What follows belongs to an exercise in optimizing a design on an open flow for small area, a short achievable clock period and few clock cycles; a production flow would make more cautious choices. Function was checked by simulation only, so behaviour that the tests miss may differ from the original. Power and IR drop assume default switching activity.

## quartz
==> flow/design.v (excerpt) <==
module MDC(
    clk,
    rst_n,
    in_valid,
    in_data,
    in_mode,
    out_valid,
    out_data
);
input clk, rst_n, in_valid;
input [8:0] in_mode;
input [14:0] in_data;
output reg out_valid;
output [206:0] out_data;
reg  [3:0]  cnt;        
always @(posedge clk or negedge rst_n) begin
    if (!rst_n)
        cnt <= 4'd0;
    else
        cnt <= in_valid ? cnt + 4'd1 : 4'd0;
end
wire [3:0] k1 = cnt;
wire [10:0] e;
wire [4:0]  md;
HAMMING_IP #(11) dec_data (.IN_code(in_data), .OUT_code(e));
HAMMING_IP #(5)  dec_mode (.IN_code(in_mode), .OUT_code(md));
reg m4, m3;
always @(posedge clk) begin
    if (in_valid && cnt == 4'd0) begin
        m4 <= md[4];             
        m3 <= md[1] & ~md[4];    
    end
end
wire m2 = ~m4 & ~m3;             
reg signed [10:0] sr [1:8];
integer i;
always @(posedge clk) begin
    sr[1] <= e;
    for (i = 2; i <= 8; i = i + 1)
        sr[i] <= sr[i-1];
end
reg  [3:0] r0ld;
always @(posedge clk or negedge rst_n) begin
    if (!rst_n)
        r0ld <= 4'd0;
    else
        r0ld <= (in_valid && k1[3:2] == 2'd0) ? (4'd1 << k1[1:0]) : 4'd0;
end
wire [44:0] DET;
wire [10:0] row0 [0:3];
assign row0[0] = DET[10:0];
assign row0[1] = DET[21:11];
assign row0[2] = DET[32:22];
assign row0[3] = DET[43:33];
function [17:0] booth;
    input [10:0] v;
    input        ng;
    reg   [12:0] t;
    integer j;
    begin
        t = {v[10], v, 1'b0};
        for (j = 0; j < 6; j = j + 1)
            booth[3*j +: 3] = {t[2*j+2] ^ ng,
                               t[2*j+1] ^ t[2*j],
  ...
Settings: LEC_CHECK=0, CAP_MARGIN=50, CORE_MARGIN=2, CORE_UTILIZATION=40, SLEW_MARGIN=70; clock period 13.5 ns.
standard.sh (not shown) runs the stock make flow with config.mk's settings and CLKGATE_MAP_FILE= SYNTH_SCRIPT=/design/flow/synth_recipe.tcl, a recipe that flattens the netlist after the stock synthesis.
==> flow/flow/run.sh <==
#!/bin/bash
# The standard layout (the standard.sh, standard synthesis), with timing
# repair aiming at a setup slack of 9.0 ns on the 13.5 ns clock. The clock
# period and all constraints are unchanged.
set -euo pipefail
bash standard.sh SETUP_SLACK_MARGIN=9.0 finish > standard_flow.log 2>&1
Testbench counts of quartz, summed over its fixed seeds: cycles 46,426.
Edits applied to the flow inputs when going from quartz to onyx:
--- a/flow/design.v
+++ b/flow/design.v
@@ -168,46 +168,44 @@
 end
 always @(posedge clk or negedge rst_n) begin
     if (!rst_n) begin
         k3   <= 4'd0;
         p16c <= 1'b0;
     end else begin
         k3   <= k2;
         p16c <= p16b;
     end
 end
 wire done2b = ((k3 == 4'd15) & ~m4b) | p16c;
-reg ov2b, ov23b, ov4b, t4sb;
+reg ov2b, ov23b, t4sb;
 always @(posedge clk or negedge rst_n) begin
     if (!rst_n) begin
         done1 <= 1'b0;
         done2 <= 1'b0;
         out_valid <= 1'b0;
         ov2 <= 1'b0;
         ov3 <= 1'b0;
         ov4 <= 1'b0;
         ov23 <= 1'b0;
         ov2b <= 1'b0;
         ov23b <= 1'b0;
-        ov4b <= 1'b0;
     end else begin
         done1 <= ((k1 == 4'd15) & ~m4) | p16;
         done2 <= done1;
         out_valid <= done2;
         ov2 <= done2 & m2;
         ov3 <= done2 & m3;
         ov4 <= done2 & m4;
         ov23 <= done2 & ~m4;
         ov2b <= done2b & ~m4b & ~m3b;
         ov23b <= done2b & ~m4b;
-        ov4b <= done2b & m4b;
     end
 end
 reg  [206:0] R;
 assign DET = {R[101:94], R[152:136], R[206:187]};
 reg  [21:0]  P01, P02, P03, P12, P13, P23;
 wire [33:0]  POS0 = R[33:0];
 wire [33:0]  POS1 = R[186:153];
 wire [33:0]  POS2 = R[135:102];
 wire [33:0]  POS3 = R[84:51];
 function [33:0] sx11;  input [10:0] a; sx11 = {{23{a[10]}}, a}; endfunction
 function [33:0] sx22;  input [21:0] a; sx22 = {{12{a[21]}}, a}; endfunction
@@ -313,23 +311,23 @@
     end else begin
         t3f0 <= done2 & m3 & o1[33];
         t3f1 <= done2 & m3 & o2[33];
         t3f2 <= done2 & m3 & R[33];
         t3f3 <= done2 & m3 & o0[33];
         t4s  <= done2 & m4 & Dn[44];
         t4sb <= done2b & m4b & Dn[44];
     end
 end
 wire [206:0] t3 = {3'b000, {17{t3f0}}, 34'b0, {17{t3f1}}, 34'b0,
                    {17{t3f2}}, 34'b0, {17{t3f3}}, 34'b0};
-wire [206:0] t4 = {{103{t4sb}}, {59{t4s}}, {22{ov4b}} & DET[44:23], {23{ov4}} & DET[22:0]};
+wire [206:0] t4 = {{103{t4sb}}, {59{t4s}}, {45{ov4}} & DET};
 wire [206:0] ring_bits = {20'b0, {34{1'b1}}, 17'b0, {34{1'b1}}, 17'b0,
                           {34{1'b1}}, 17'b0, {34{1'b1}}};
 wire [206:0] f23 = {{103{ov23b}}, {104{ov23}}};
 wire [206:0] f2  = {{103{ov2b}},  {104{ov2}}};
 assign out_data = (ring_bits & f23 & R) | (~ring_bits & f2 & R) | t3 | t4;
 endmodule
 module MUL1 #(parameter YW = 22, parameter AW = 34) (
     input  [17:0]   X,
     input  [YW-1:0] y,
     output [AW-1:0] s,
     output [AW-1:0] c,
--- outcome ---
onyx went all the way through the flow, and no timing, DRC or antenna check failed. quartz vs onyx, worst setup path startpoint: ov23$_DFF_PN0_ vs ov4$_DFF_PN0_. Summary — routing usage on met1, onyx relative to quartz: higher, by 0.46 points. Compared with quartz, in onyx met2 global-route usage went up by 0.60 points; maximum fanout count along the critical path went up by 1. The flip-flop and latch power of onyx and that of quartz are within noise of each other. onyx: detailed-route wire length 6.9% above quartz. onyx: number of distinct library cells after synthesis is about 4% higher than what quartz reported. Mux cell area share after synthesis delta (onyx -> quartz): insignificant.
Testbench counts of onyx, summed over its fixed seeds: cycles 46,426.

## static timing again, ports no longer ideal
In the flow no input, the clock included, has a driving cell. The finished layouts below were timed again as built, in two steps. Step 1: set_driving_cell puts a clkbuf_16 on clk and a buf_2 on each other input, an assumption about the parent block. Step 2 moves the port delays by t, midway between the first and last clock arrival at a register: inputs arrive t later, outputs are due t later. That takes back most of the time a late clock gives input paths. a / b / c = ideal / step 1 / step 2; a / b = the first two.
run | t (ns) | setup WS [ns] | worst slew at a driven data input, ns | pins driven straight from the clock port
quartz | 0.794 | 8.789 / 8.705 / 8.799 | 0.06 | 1
onyx | 0.822 | 8.699 / 8.611 / 8.666 | 0.07 | 1
After both steps setup and hold are still met in every run listed. The setup slack of onyx, which loses most, moves by -0.088 ns with the drivers and by -0.033 ns with both steps.
